This design comes from an exercise in tuning for small area on the open sky130 flow, not from production work. In this exercise RTL edits were held to simulation tests only and were not proved equivalent to the original. Power and IR drop assume default switching activity.

## flow/design.v (module list and top-level ports; edited modules follow where they fit)
// module vga640x480: 880 lines
// module bossBattleTop: 363 lines
module bossBattleTop(clk, btnRst, btnLeft, btnRight, btnShoot,
	seg, an, vgaRed, vgaGreen, vgaBlue, Hsync, Vsync
    );
  // ...
==> flow/flow/run.sh <==
#!/bin/bash
# Layout flow: the standard flow (standard.sh, unchanged synthesis and steps), with one
# change: clock tree synthesis adds no dummy loads to balance the tree.
set -euo pipefail
export CTS_ARGS="-sink_clustering_enable -repair_clock_nets -dont_use_dummy_load"
bash standard.sh 2>&1 | tee standard.log
==> flow/standard.sh <==
#!/bin/bash
# synth_recipe.tcl (not shown) runs the flow's synth.tcl, then flattens the netlist and writes it again
# the make line also repeats each setting of config.mk as NAME=value (left out here)
make -C /OpenROAD-flow-scripts/flow DESIGN_CONFIG=/design/flow/config.mk WORK_HOME=/design/flow/orfs CLKGATE_MAP_FILE= SYNTH_SCRIPT=/design/flow/synth_recipe.tcl "${@:-finish}"
==> flow/config.mk <==
export PLATFORM = sky130hd
export DESIGN_NAME = bossBattleTop
export DESIGN_NICKNAME = bossBattleTop
export VERILOG_FILES = /design/flow/design.v
export SDC_FILE = /design/flow/constraint.sdc
export NUM_CORES = 4
export LEC_CHECK = 0
export CAP_MARGIN = 20
export CORE_MARGIN = 2
export CORE_UTILIZATION = 40
export GPL_TIMING_DRIVEN = 0
export SLEW_MARGIN = 20
==> flow/constraint.sdc <==
create_clock -name core_clock -period 10.0 [get_ports {clk}]
set_input_delay 2.0000 -clock core_clock [delete_from_list [all_inputs] [get_ports {clk}]]
set_output_delay 2.0000 -clock core_clock [all_outputs]
set_load 0.01 [all_outputs]
==> flow_summary.ini, run 1 <==
[placed_design]
dpl_worst_slack_ps = 1066
io_buffers = 25

[run_status]
status = complete, no violations

[global_route]
use_met3_pct = 3.578
gr-usage-all-layers_pct = 25.85
met2_usage_pct = 42.27

[final_layout]
n_all_inverters = 157
clkCellAreaFrac_pct = 2.561
drive_above_1_share_pct = 4.462
top_regs = itimer: 18 flops, u: 12 flops, vgaController.vc: 10 flops

[synth]
yosysMostFrequentCell = nand2_1
synth_edf_count = 36
synth.net_count = 2064
synthMuxAreaShare_pct = 1.734
syn_area_sq_um = 15300
synth-xor-area-share_pct = 2.519
synth_top_area_share_pct = 18.45
synthArstFlopShare_pct = 1.117

[critical_path]
worstSetupPathType = reg -> out
cp-endpoint = vgaGreen[1]
path_common_cell = fa_1

[route]
met1_length_microns = 22040

[power]
swShare_pct = 25.07

[clock_tree]
cts.root.buffer_cell = clkbuf_16
postCtsSetupBuffers = 0
clock_latency_ps = 440
ctsResizeCount = 0

[floorplan]
die_area_sq_um = 39830
pin_count = 27

[sta]
clock-skew-final_ps = 22.11
hold_violations = 0
==> inputs of run 2 (changes only) <==
--- a/flow/config.mk
+++ b/flow/config.mk
@@ -10,3 +10,2 @@
 export CORE_UTILIZATION = 40
-export GPL_TIMING_DRIVEN = 0
 export SLEW_MARGIN = 20
==> run 2 against run 1 <==
Still clean. Fmax grew 2.6%. Register-to-register slack lost 50 ps. Cell count shrank 3.4%. Non-clock buffer count shrank 81. Clock power grew 2%. Hold slack gained 1.2 ps. Largest cell class unchanged. Largest power group unchanged. Highest routed layer unchanged.
==> flow_summary.ini, run 2 <==
[run_status]
status = complete, no violations

[critical_path]
crit_arrival_ps = 7200
r2r_start = pJ[0]
cp-startpoint = u[3]
endpoint_kind = output port
startpoint_type = flop
crit_required_ps = 8000
regToRegSetupSlack_ps = 4070
crit_fanout = 16
worstSetupPathType = reg -> out

[synth]
syn_inst = 1863
synth-xor-area-share_pct = 2.519
synth_top_family_by_area = simple AND/OR/NAND/NOR gates
ys_warn_count = 2
synth-simple-area-share_pct = 24.27
synth.distinct_cells = 91
netlist_top_cells_count = nand2_1, inv_1, nor2_1
synth-adder-area-share_pct = 19.42
yosysMostFrequentCell = nand2_1
synthFlopType = dfxtp_1
synthArstFlopShare_pct = 1.117
avgSynthCellArea_sq_um = 8.212
synth_edf_count = 36
synth_seq_area_share_pct = 25.86
synth_top_area_share_pct = 18.45
synth.area.top_cells = dfxtp_1, ha_1, fa_1, edfxtp_1, nand2_1
synth.largest_area_cell = dfxtp_1
synth.net_count = 2064
synthMuxAreaShare_pct = 1.734
syn_area_sq_um = 15300
synth.ff_latch_count = 179
synth_compound_area_share_pct = 19.47

[clock_tree]
cts.clk_slew.worst_paths_ps = 70
clock_latency_ps = 450
cts.sinks = 179
cts_hold_buf = 0
cts_made_buffers = 17
cts_tree = done
cts.root.buffer_cell = clkbuf_16
ctsResizeCount = 0
clock_path_buffers = 2
cts_max_level = 4
postCtsSetupBuffers = 0

[final_layout]
largest_register_ffs = 18
top_regs = itimer: 18 flops, u: 12 flops, vgaController.vc: 10 flops
drive_above_1_share_pct = 4.550
final_cell_mix = nand2_1, inv_1, nor2_1
diodes = 0
post-route-util_pct = 43.39
areaGrowthSynthToFinish_pct = 6.829
final_cells = 2335
final_nets = 2027
design_area_sq_um = 16340
regMostFlops = itimer
final_common_cell = nand2_1

[global_route]
grt_max_degree = 62
gr-total-overflow = 0
met2_usage_pct = 40.06
use_met3_pct = 4.017
gr-usage-all-layers_pct = 24.40
grt_util_met1_pct = 32.33
grt_pass1_wl_microns = 75120
antenna_found_initial = 0
top_usage_layer = met2
grt_pass1_vias = 13515

[floorplan]
coreArea_sq_um = 37670
rows = 71
die_area_sq_um = 39830
pin_count = 27
die_x_microns = 199.6
die_y_microns = 199.6
start_util_pct = 40.62

[worst_hold_path]
min_from = arst_ff[1]
hp-class = reg -> reg

[route]
drc = 0
ant_nets = 0
wl_microns = 47500
drt_first_pass_iters = 6
drtIter0Drc = 1275
wl_per_cell_microns = 20.34
num_vias = 13914
vias_per_cell = 5.959

[sta]
hold_violations = 0
setup_tns_ps = 0
min_period_ps = 9205
setup_viol = 0
slew_headroom_pct = 31.17
clock-skew-final_ps = 17.07
worstMarginPinSlew_ps = 1031
rsz0062_at_grt = false
period_share_pct = 92.05
slew_violations = 0
timing.fmax_mhz = 108.6

[placed_design]
gp_congestion = 1.003
io_buffers = 25
dpl_cell_area_sq_um = 15920
place_inst = 2318
place_hpwl_microns = 35730

[power]
ir_worst_vdd_mv = 0.1299
p_comb_share_pct = 9.5
powerDensity_nw_per_um2 = 90.34
intPower_uw = 1101
swShare_pct = 25.41
pwr-share-clk_pct = 38.2
seqPwrFrac_pct = 52.3
p_sw_uw = 375.2
leakagePower_uw = 0.006301

[run]
drv_cap = 0
run 2: cell types whose count changed in the layout (fill, tap and decap cells not counted), moves of 2 or more:
cell / change
buf_1: -16
o21ai_1: -2
buf_2: -16
clkbuf_1: -62
o21ai_0: +2
buf_4: +13
run 2: final timing paths:
| path | cells after the start | end |
|---|---|---|
| hold reg to reg | 0 | arst_ff[0] |
| setup reg to reg | 20 | playerHit |
| min in group asynchronous | 2 | arst_ff[1] |
| hold / removal | 0 | arst_ff[0] |
| setup / recovery | 22 | vgaGreen[1] |
| max in group asynchronous | 2 | arst_ff[0] |
run 2: layout make-up:
type | instances | area [sq um]
tap | 511 | 639.4
multi-input combinational | 1425 | 10320
inverter | 157 | 589.3
timing repair buffer | 46 | 407.9
sequential | 179 | 3956
clock buffer | 17 | 425.4
fill | 3834 | 21320
run 2: logic make-up (layout without fill, tap and decap cells):
group / after synthesis / after routing
flip-flops: 179 / 179
XOR/XNOR: 44 / 44
AND/OR/NAND/NOR: 716 / 716
buffers and inverters: 259 / 220
other: 2 / 2
AO/OA/AOI/OAI: 441 / 441
adder cells (fa/ha/maj): 196 / 196
multiplexers: 26 / 26
run 2: per-layer routing:
layer  up-vias  share of wire, %
li1       6585                 -
met1      6730                44
met2       505                47
met3        94               6.4
met4         0               2.8
met5         -                 0
run 2: through the flow:
step | hold WS, ps | worst slack (ps) | power, uW
floorplan | 345.2 | 2250 | 883.1
global placement | 347.2 | 1452 | 923.4
detailed placement | 348.5 | 1308 | 927.0
CTS | 357.0 | 842.7 | 1487
global route | 363.2 | 347.1 | 1534
finish | 356.8 | 795.3 | 1476
run 2: power groups by stage:
stage	logic [uW]	registers, uW	clock network (uW)
finish	140	772	564
global route	158	774	602
CTS	140	772	575
detailed placement	139	788	0
global placement	137	787	0
floorplan	104	779	0
run 2: critical path: stages, from the launching register on:
cell	delay (ps)
dfxtp_1	680
inv_1	140
fa_1	450
fa_1	380
fa_1	390
fa_1	360
inv_1	70
fa_1	150
inv_1	50
fa_1	370
fa_1	370
inv_1	70
fa_1	450
and4b_1	220
a311o_1	310
o211ai_1	100
o41ai_1	100
o31ai_1	340
a41oi_1	370
nor4bb_1	400
nor3b_1	80
o21ai_0	290
clkdlybuf4s50_1	600
==> inputs of run 3 (changes only) <==
==> flow/flow/run.sh (replaced) <==
#!/bin/bash
# Layout flow: the standard flow (standard.sh, unchanged synthesis and steps), with two
# changes: the port buffers are the smallest buffer cell, and clock tree synthesis adds no
# dummy loads to balance the tree.
set -euo pipefail
export BUFFER_PORTS_ARGS="-buffer_cell sky130_fd_sc_hd__buf_1"
export CTS_ARGS="-sink_clustering_enable -repair_clock_nets -dont_use_dummy_load"
bash standard.sh 2>&1 | tee standard.log
--- a/flow/config.mk
+++ b/flow/config.mk
@@ -10,2 +10,3 @@
 export CORE_UTILIZATION = 40
+export GPL_TIMING_DRIVEN = 0
 export SLEW_MARGIN = 20
==> run 3 against run 2 <==
Synthesized cell count unchanged. Critical path type unchanged. Clock power down 2%. Clock-buffer cell count unchanged. Critical path depth up 2. Sequential power about the same. Critical endpoint unchanged. Clock skew up 2.4 ps. Wire length up 6.2%.
==> flow_summary.ini, run 3 <==
[sta]
fin_ws_ps = 900.6
timing.fmax_mhz = 109.9
slew_headroom_pct = 27.80
min_period_ps = 9099
slew_violations = 0
period_share_pct = 90.99
setup_tns_ps = 0
clock-skew-final_ps = 19.44
worstMarginPinSlew_ps = 1068
hold_violations = 0
setup_viol = 0
rsz0062_at_grt = false

[final_layout]
final_nets = 2108
diodes = 0
final_cell_mix = nand2_1, inv_1, nor2_1
design_area_sq_um = 16460
top_regs = itimer: 18 flops, u: 12 flops, vgaController.vc: 10 flops
fillers = 3798
regArea_sq_um = 3956
largest_register_ffs = 18
drive_above_1_share_pct = 4.462
multi_input_comb_area_sq_um = 10320
areaGrowthSynthToFinish_pct = 7.573
final_common_cell = nand2_1
regMostFlops = itimer

[route]
drtIter0Drc = 1696
wl_per_cell_microns = 20.87
num_vias = 14459
drc = 0
drt_first_pass_iters = 6
vias_per_cell = 5.985
ant_nets = 0
wl_microns = 50430

[synth]
synth.net_count = 2064
synth.largest_area_cell = dfxtp_1
yosysMostFrequentCell = nand2_1
ys_warn_count = 2
syn_area_sq_um = 15300
avgSynthCellArea_sq_um = 8.212
synth.ff_latch_count = 179
netlist_top_cells_count = nand2_1, inv_1, nor2_1
synthArstFlopShare_pct = 1.117
synth.area.top_cells = dfxtp_1, ha_1, fa_1, edfxtp_1, nand2_1
synth_seq_area_share_pct = 25.86
synth_top_area_share_pct = 18.45
synth_edf_count = 36
synthFlopType = dfxtp_1
synth.distinct_cells = 91
syn_inst = 1863

[floorplan]
die_x_microns = 199.6
rows = 71
coreArea_sq_um = 37670
die_y_microns = 199.6
start_util_pct = 40.62
die_area_sq_um = 39830
pin_count = 27

[global_route]
grt_max_degree = 17
gr-usage-all-layers_pct = 25.68
grt_pass1_wl_microns = 78710
gr-total-overflow = 0
grt_pass1_vias = 13745
antenna_found_initial = 0

[run]
drv_cap = 0

[critical_path]
critPathMaxStageDelay_ps = 550
cp_slowest_cell = dfxtp_1
crit_fanout = 10
endpoint_kind = output port
timing.rr.end = playerHit
crit_required_ps = 8000
crit_chain = buf_2 > inv_1 > fa_1 > fa_1 > fa_1 > fa_1 > inv_1 > fa_1 > inv_1 > fa_1 > fa_1 > inv_1 > fa_1 > and4b_1 > a311o_1 > o211ai_1 > o41ai_1 > o31ai_1 > a41oi_1 > nor4bb_1 > nor3b_1 > o21ai_0 > buf_4 > buf_1
crit_arrival_ps = 7100
reg2regPathDepth = 20
regToRegSetupSlack_ps = 4050
path_common_cell = fa_1
r2r_start = pJ[0]
critPathTopFamily = adder cells
startpoint_type = flop
worstSetupPathType = reg -> out
crit_buf_inv = 7

[clock_tree]
cts.sinks = 179
cts.clk_slew.worst_paths_ps = 60
clock_path_buffers = 2
ctsResizeCount = 0
cts_made_buffers = 17
postCtsSetupBuffers = 0
clock_latency_ps = 440
cts_max_level = 4
cts_tree = done
cts_hold_buf = 0
cts.root.buffer_cell = clkbuf_16

[worst_hold_path]
whs_path_depth = 0
min_from = arst_ff[1]
hold_end = arst_ff[0]
hp-class = reg -> reg

[placed_design]
place_hpwl_microns = 39100
dpl_cell_area_sq_um = 16030
gp_congestion = 0.9672
io_buffers = 25
dpl_worst_slack_ps = 1382

[power]
leakagePower_uw = 0.006335
powerDensity_nw_per_um2 = 89.25
ir_worst_vdd_mv = 0.1085
total_power_uw = 1469

[run_status]
status = complete, no violations
==> run 3: stage by stage <==
stage	hold slack, ps	utilization (%)	cells
finish	353.4	43.69	2416
global route	358.5	43.69	2416
CTS	355.4	43.69	2416
detailed placement	347.3	42.56	2399
global placement	346.5	42.56	2399
floorplan	345.2	-	1863
==> run 3: how the worst max path moves through the flow <==
stage,startpoint,end,slack [ps],cells past startpoint
floorplan,u[3],vgaGreen[1],2250,23
global placement,u[3],vgaGreen[2],1460,24
CTS,u[3],vgaGreen[1],900,24
detailed placement,u[3],vgaGreen[1],1380,24
finish,u[3],vgaGreen[1],900,24
global route,u[3],vgaGreen[1],440,24
==> run 3: logic make-up (layout without fill, tap and decap cells) <==
kind of cell | after synthesis | count (layout) | share of synthesized area, %
simple gates | 716 | 716 | 24.27
compound gates | 441 | 441 | 19.47
buf+inv | 259 | 301 | 6.682
fa+ha+maj | 196 | 196 | 19.42
flops | 179 | 179 | 25.86
xor+xnor | 44 | 44 | 2.519
mux | 26 | 26 | 1.734
other cells | 2 | 2 | 0.04909
==> run 3: report_power, final <==
group	internal, uW	switching (uW)
Clock	295	259
Sequential	753	17.2
Combinational	52.2	92.1
==> run 3: per-layer routing <==
metal / up-vias / share of wire [%] / GRT usage (%)
met4: 0 / 2.8 / 8.889
met3: 103 / 7.0 / 2.650
li1: 6742 / - / -
met1: 6941 / 45 / 36.48
met5: - / 0 / 0
met2: 673 / 45 / 40.50
==> run 3: cell type report <==
| cell class | instances | share of cell area [%] |
|---|---|---|
| Buffer | 102 | 2.631 |
| Sequential cell | 179 | 24.04 |
| Multi-Input combinational cell | 1425 | 62.71 |
| Clock buffer | 17 | 2.585 |
| Tap cell | 511 | 3.885 |
| Inverter | 157 | 3.581 |
| Timing Repair Buffer | 25 | 0.5702 |
==> inputs of run 4 (changes only) <==
--- a/flow/config.mk
+++ b/flow/config.mk
@@ -10,3 +10,2 @@
 export CORE_UTILIZATION = 40
-export GPL_TIMING_DRIVEN = 0
 export SLEW_MARGIN = 20
==> run 4 against run 3 <==
Fmax up 3.8%. Utilization down 0.67 points. Design area down 1.5%. Register-to-register slack better by 80 ps. Hold slack better by 2.7 ps. Power up 0.44%. Global-route usage down 1.7 points. Wire length down 8.0%. Highest routed layer unchanged.
==> flow_summary.ini, run 4 <==
[sta]
clock-skew-final_ps = 20.20
setup_tns_ps = 0
whs_ps = 356.1
slew_violations = 0
min_period_ps = 8765
setup_viol = 0
fin_ws_ps = 1235
slew_headroom_pct = 34.31
rsz0062_at_grt = false
period_share_pct = 87.65
worstMarginPinSlew_ps = 983.9
timing.fmax_mhz = 114.1
hold_violations = 0

[placed_design]
place_hpwl_microns = 34730
dpl_worst_slack_ps = 1788
gp_congestion = 0.9556
io_buffers = 25

[power]
p_comb_share_pct = 9.3
swShare_pct = 25.41
seqPwrFrac_pct = 52.3
leakagePower_uw = 0.006242
pwr-share-clk_pct = 38.4
intPower_uw = 1100
powerDensity_nw_per_um2 = 91.03
ir_worst_vdd_mv = 0.1048
p_sw_uw = 374.8

[final_layout]
areaGrowthSynthToFinish_pct = 5.921
regMostFlops = itimer
drive_above_1_share_pct = 4.655
final_common_cell = nand2_1
fillers = 3837
final_nets = 2029
top_regs = itimer: 18 flops, u: 12 flops, vgaController.vc: 10 flops
final_cell_mix = nand2_1, inv_1, nor2_1
largest_register_ffs = 18

[floorplan]
die_y_microns = 199.6
pin_count = 27
coreArea_sq_um = 37670
start_util_pct = 40.62
die_x_microns = 199.6
die_area_sq_um = 39830
rows = 71

[synth]
synth_compound_area_share_pct = 19.47
synth.net_count = 2064
synth-xor-area-share_pct = 2.519
synth.distinct_cells = 91
synth.largest_area_cell = dfxtp_1
synthMuxAreaShare_pct = 1.734
netlist_top_cells_count = nand2_1, inv_1, nor2_1
synthFlopType = dfxtp_1
synth_edf_count = 36
synth-adder-area-share_pct = 19.42
synth.ff_latch_count = 179
synth_top_family_by_area = simple AND/OR/NAND/NOR gates
synth.area.top_cells = dfxtp_1, ha_1, fa_1, edfxtp_1, nand2_1
ys_warn_count = 2
synth_top_area_share_pct = 18.45
synth-simple-area-share_pct = 24.27
yosysMostFrequentCell = nand2_1
syn_inst = 1863
syn_area_sq_um = 15300
synth_seq_area_share_pct = 25.86
synthArstFlopShare_pct = 1.117
avgSynthCellArea_sq_um = 8.212

[route]
drc = 0
drt_first_pass_iters = 6
wl_microns = 46390
num_vias = 13824
vias_per_cell = 5.913
ant_nets = 0
wl_per_cell_microns = 19.84
drtIter0Drc = 1322

[clock_tree]
cts.root.buffer_cell = clkbuf_16
clock_path_buffers = 2
postCtsSetupBuffers = 0
cts.clk_slew.worst_paths_ps = 70
cts_max_level = 4
cts.sinks = 179
cts_tree = done
cts_hold_buf = 0
ctsResizeCount = 0
cts_made_buffers = 17
clock_latency_ps = 450

[worst_hold_path]
hold_end = arst_ff[0]
hp-class = reg -> reg
whs_path_depth = 0
min_from = arst_ff[1]

[critical_path]
crit_arrival_ps = 6770
r2r_start = pJ[0]
startpoint_type = flop
regToRegSetupSlack_ps = 4130
worstSetupPathType = reg -> out
reg2regPathDepth = 20
endpoint_kind = output port
crit_required_ps = 8000
crit_fanout = 16
timing.rr.end = playerHit

[global_route]
grt_pass1_wl_microns = 74440
use_met3_pct = 3.966
grt_util_met1_pct = 32.07
gr-usage-all-layers_pct = 23.95
top_usage_layer = met2
met2_usage_pct = 39.17
grt_pass1_vias = 13282
gr-total-overflow = 0
grt_max_degree = 62
antenna_found_initial = 1

[run]
drv_cap = 0

[run_status]
status = complete, no violations
[run 4: routing by layer]
| layer | up-vias | routed length, microns |
|---|---|---|
| met5 | - | 0 |
| met4 | 0 | 1249 |
| met3 | 77 | 2983 |
| met2 | 539 | 21490 |
| met1 | 6628 | 20670 |
| li1 | 6580 | - |
[run 4: final cells by class]
| cell class | count | area, sq um | area share, % |
|---|---|---|---|
| Multi-Input combinational cell | 1425 | 10320 | 63.72 |
| Sequential cell | 179 | 3956 | 24.42 |
| Tap cell | 511 | 639.4 | 3.946 |
| Inverter | 157 | 589.3 | 3.637 |
| Clock buffer | 17 | 425.4 | 2.625 |
| Timing Repair Buffer | 48 | 266.5 | 1.645 |
| Antenna cell | 1 | 2.502 | 0.01544 |
[run 4: worst max path at each step]
stage / startpoint / endpoint / slack [ps]
floorplan: u[3] / vgaGreen[1] / 2250
detailed placement: u[3] / vgaGreen[2] / 1790
global route: u[3] / vgaGreen[2] / 820
CTS: u[3] / vgaGreen[2] / 1290
global placement: u[3] / vgaGreen[0] / 1970
finish: u[3] / vgaGreen[0] / 1230
[run 4: cell families (layout without fill, tap and decap cells)]
family | Yosys count | after routing
muxes | 26 | 26
adders and majority gates | 196 | 196
buffers and inverters | 259 | 222
and+or+nand+nor | 716 | 716
DFF | 179 | 179
xor gates and xnor gates | 44 | 44
other | 2 | 3
AOI/OAI and AO/OA | 441 | 441
[run 4: critical path, cell delays in order (launching register included)]
cell      delay (ps)
dfxtp_1          680
inv_1            130
fa_1             450
fa_1             390
fa_1             390
fa_1             370
inv_1             80
fa_1             150
inv_1             50
fa_1             370
fa_1             360
inv_1             80
fa_1             450
and4b_1          220
a311o_1          320
o211ai_1         150
o41ai_1          130
o31ai_1          290
a41oi_1          320
nor4bb_1         360
nor3b_1           80
o21ai_0          300
buf_1            190
[run 4: stage by stage]
step / utilization, % / total power [uW] / cells / instance area, sq um
detailed placement: 41.88 / 925.0 / 2320 / 15780
global placement: 41.88 / 921.5 / 2320 / 15780
finish: 43.02 / 1475 / 2338 / 16200
global route: 43.01 / 1533 / 2337 / 16200
CTS: 43.01 / 1491 / 2337 / 16200
floorplan: - / 883.1 / 1863 / 15300
[run 4: power groups by stage]
stage | Sequential, uW | Clock, uW | Combinational [uW]
2_1_floorplan | 779 | 0 | 104
3_3_place_gp | 787 | 0 | 135
3_5_place_dp | 788 | 0 | 137
4_1_cts | 772 | 582 | 138
5_1_grt | 774 | 602 | 157
6_report | 772 | 566 | 138
==> inputs of run 5 (changes only) <==
--- a/flow/config.mk
+++ b/flow/config.mk
@@ -9,3 +9,3 @@
 export CORE_MARGIN = 2
-export CORE_UTILIZATION = 40
+export CORE_UTILIZATION = 60
 export SLEW_MARGIN = 20
==> run 5 against run 4 <==
Design area shrank 1.6%. Setup slack gained 110 ps. Die area down 33%. Clock-buffer cell count did not move. Critical endpoint is now vgaGreen[2]. Sequential share of layout area is 0.39 points higher. Combinational power barely moved. Fmax increased by 1.3%. Via count increased by 0.86%. Critical path depth is the same.
==> flow_summary.ini, run 5 <==
[final_layout]
top_regs = itimer: 18 flops, u: 12 flops, vgaController.vc: 10 flops
final_nets = 2022
regMostFlops = itimer
fillers = 2246
largest_register_ffs = 18
areaGrowthSynthToFinish_pct = 4.236
final_common_cell = nand2_1
final_cell_mix = nand2_1, inv_1, nor2_1
drive_above_1_share_pct = 4.398
final_cells = 2150

[route]
drtIter0Drc = 1400
vias_per_cell = 6.485
wl_microns = 44820
drc = 0
drt_first_pass_iters = 8
num_vias = 13943
wl_per_cell_microns = 20.85
ant_nets = 0

[critical_path]
r2r_start = pJ[0]
crit_arrival_ps = 6650
critPathMaxStageDelay_ps = 650
path_common_cell = fa_1
reg2regPathDepth = 20
endpoint_kind = output port
worstSetupPathType = reg -> out
crit_required_ps = 8000
timing.rr.end = playerHit
crit_fanout = 16
cp-endpoint = vgaGreen[2]
regToRegSetupSlack_ps = 4080
cp_slowest_cell = dfxtp_1
crit_chain = inv_1 > fa_1 > fa_1 > fa_1 > fa_1 > inv_1 > fa_1 > inv_1 > fa_1 > fa_1 > inv_1 > fa_1 > and4b_1 > a311o_1 > o211ai_1 > o41ai_1 > o31ai_1 > a41oi_1 > nor4bb_1 > nor3b_1 > o21ai_0 > buf_1
cp-startpoint = u[3]
startpoint_type = flop

[clock_tree]
clock_path_buffers = 2
cts_made_buffers = 17
cts_tree = done
cts.sinks = 179
cts.root.buffer_cell = clkbuf_16
clock_latency_ps = 440
postCtsSetupBuffers = 0
ctsResizeCount = 0
cts.clk_slew.worst_paths_ps = 70
cts_max_level = 4
cts_hold_buf = 0

[floorplan]
rows = 58
die_x_microns = 163.7
die_y_microns = 163.7
start_util_pct = 60.93
die_area_sq_um = 26790
coreArea_sq_um = 25110
pin_count = 27

[power]
ir_worst_vdd_mv = 0.08885
seqPwrFrac_pct = 52.4
p_sw_uw = 374.9
leakagePower_uw = 0.006211
p_comb_share_pct = 9.2
intPower_uw = 1101
swShare_pct = 25.41
powerDensity_nw_per_um2 = 92.53
pwr-share-clk_pct = 38.4

[sta]
timing.fmax_mhz = 115.6
period_share_pct = 86.54
setup_tns_ps = 0
rsz0062_at_grt = false
slew_violations = 0
hold_violations = 0
min_period_ps = 8654
clock-skew-final_ps = 36.73
worstMarginPinSlew_ps = 893.5
setup_viol = 0
slew_headroom_pct = 38.89

[placed_design]
gp_congestion = 0.9548
place_inst = 2132
place_hpwl_microns = 33410
io_buffers = 25

[synth]
avgSynthCellArea_sq_um = 8.212
synth_top_area_share_pct = 18.45
synth.largest_area_cell = dfxtp_1
synth-adder-area-share_pct = 19.42
synth-simple-area-share_pct = 24.27
synth_seq_area_share_pct = 25.86
synth.ff_latch_count = 179
synth_edf_count = 36
synth.net_count = 2064
synth.area.top_cells = dfxtp_1, ha_1, fa_1, edfxtp_1, nand2_1
synthFlopType = dfxtp_1
ys_warn_count = 2
synth-xor-area-share_pct = 2.519
synthMuxAreaShare_pct = 1.734
synth.distinct_cells = 91
yosysMostFrequentCell = nand2_1
syn_area_sq_um = 15300
syn_inst = 1863
netlist_top_cells_count = nand2_1, inv_1, nor2_1
synth_compound_area_share_pct = 19.47
synth_top_family_by_area = simple AND/OR/NAND/NOR gates
synthArstFlopShare_pct = 1.117

[global_route]
grt_pass1_wl_microns = 71440
antenna_found_initial = 1
grt_pass1_vias = 13103
grt_max_degree = 61
gr-usage-all-layers_pct = 33.83
gr-total-overflow = 0

[worst_hold_path]
hp-class = reg -> reg

[run_status]
status = complete, no violations

[run]
drv_cap = 0
-- run 5: cells by family after synthesis --
kind of cell | after synthesis
other | 2
adder cells (fa/ha/maj) | 196
flip-flops | 179
AO/OA/AOI/OAI | 441
multiplexers | 26
AND/OR/NAND/NOR | 716
buffers and inverters | 259
XOR/XNOR | 44
-- run 5: final cells by class --
cell class	count	area (sq um)	area share, %
Antenna cell	1	2.502	0.01569
Clock buffer	17	425.4	2.668
Inverter	157	589.3	3.696
Multi-Input combinational cell	1425	10350	64.88
Sequential cell	179	3956	24.81
Tap cell	330	412.9	2.589
Timing Repair Buffer	41	214.0	1.342
-- run 5: worst max-delay path: cells and delay by family (launching register included) --
kind / cells / cell delay, ps
AOI/OAI and AO/OA: 6 / 1440
adders and majority gates: 8 / 2960
buffers and inverters: 5 / 510
DFF: 1 / 650
and+or+nand+nor: 3 / 680
-- run 5: per-stage QoR --
step / hold slack [ps] / worst slack (ps) / util, % / instance area [sq um] / power (uW)
final: 367.9 / 1346 / 63.51 / 15950 / 1476
after global routing: 373.5 / 962.9 / 63.50 / 15940 / 1521
after CTS: 367.5 / 1401 / 63.44 / 15930 / 1479
after detailed placement: 351.7 / 1834 / 61.75 / 15500 / 921.9
after global placement: 350.1 / 1964 / 61.72 / 15500 / 917.8
after floorplan: 345.2 / 2250 / - / 15300 / 883.1
-- run 5: layer usage --
metal  vias to the layer above  share of wire, %  track usage, %
met4                         0               3.0           12.40
met2                       606                46           54.35
met5                         -                 0               0
met3                       105               7.7           5.155
li1                       6567                 -               -
met1                      6665                43           46.23
-- run 5: how the worst min path moves through the flow --
stage	startpoint	to	slack [ps]	cells past startpoint
2_1_floorplan	arst_ff[1]	arst_ff[0]	350	0
3_3_place_gp	arst_ff[1]	arst_ff[0]	350	0
3_5_place_dp	arst_ff[1]	arst_ff[0]	350	0
4_1_cts	arst_ff[1]	arst_ff[0]	370	0
5_1_grt	arst_ff[1]	arst_ff[0]	370	0
6_report	arst_ff[1]	arst_ff[0]	370	0
-- run 5: power by group through the flow --
stage,Clock [uW],Sequential (uW),Combinational [uW]
CTS,572,772,135
floorplan,0,779,104
detailed placement,0,788,134
global placement,0,787,131
finish,567,772,136
global route,593,775,153

==> separate check: timing with driven ports <==
No port has a modelled driver above. Below, the same layouts with a new extraction and two added sets of constraints. Step 1: set_driving_cell puts a clkbuf_16 on clk and a buf_2 on each other input, an assumption about the parent block. Step 2 adds t to the input delays and takes it off the output delays; t is the mean of the earliest and latest rising clock arrival at the registers after step 1. Input paths then give back, and output paths get back, about the clock's delay inside the block. Slacks: ideal ports / drivers / drivers and shift; pairs: ideal ports / drivers.
| run | shift t [ns] | setup slack, ns | worst hold slack (ns) | slew at the worst register clock pin (ns) |
|---|---|---|---|---|
| run 1 | 0.481 | 0.558 / 0.511 / 0.992 | 0.356 / 0.356 / 0.356 | 0.07 / 0.07 |
| run 2 | 0.491 | 0.795 / 0.743 / 1.234 | 0.357 / 0.357 / 0.357 | 0.07 / 0.07 |
| run 3 | 0.485 | 0.901 / 0.851 / 1.336 | 0.353 / 0.353 / 0.353 | 0.07 / 0.07 |
| run 4 | 0.491 | 1.235 / 1.179 / 1.670 | 0.356 / 0.356 / 0.356 | 0.07 / 0.07 |
| run 5 | 0.476 | 1.346 / 1.295 / 1.771 | 0.368 / 0.368 / 0.368 | 0.08 / 0.08 |
After both steps setup and hold are still met in every run listed.
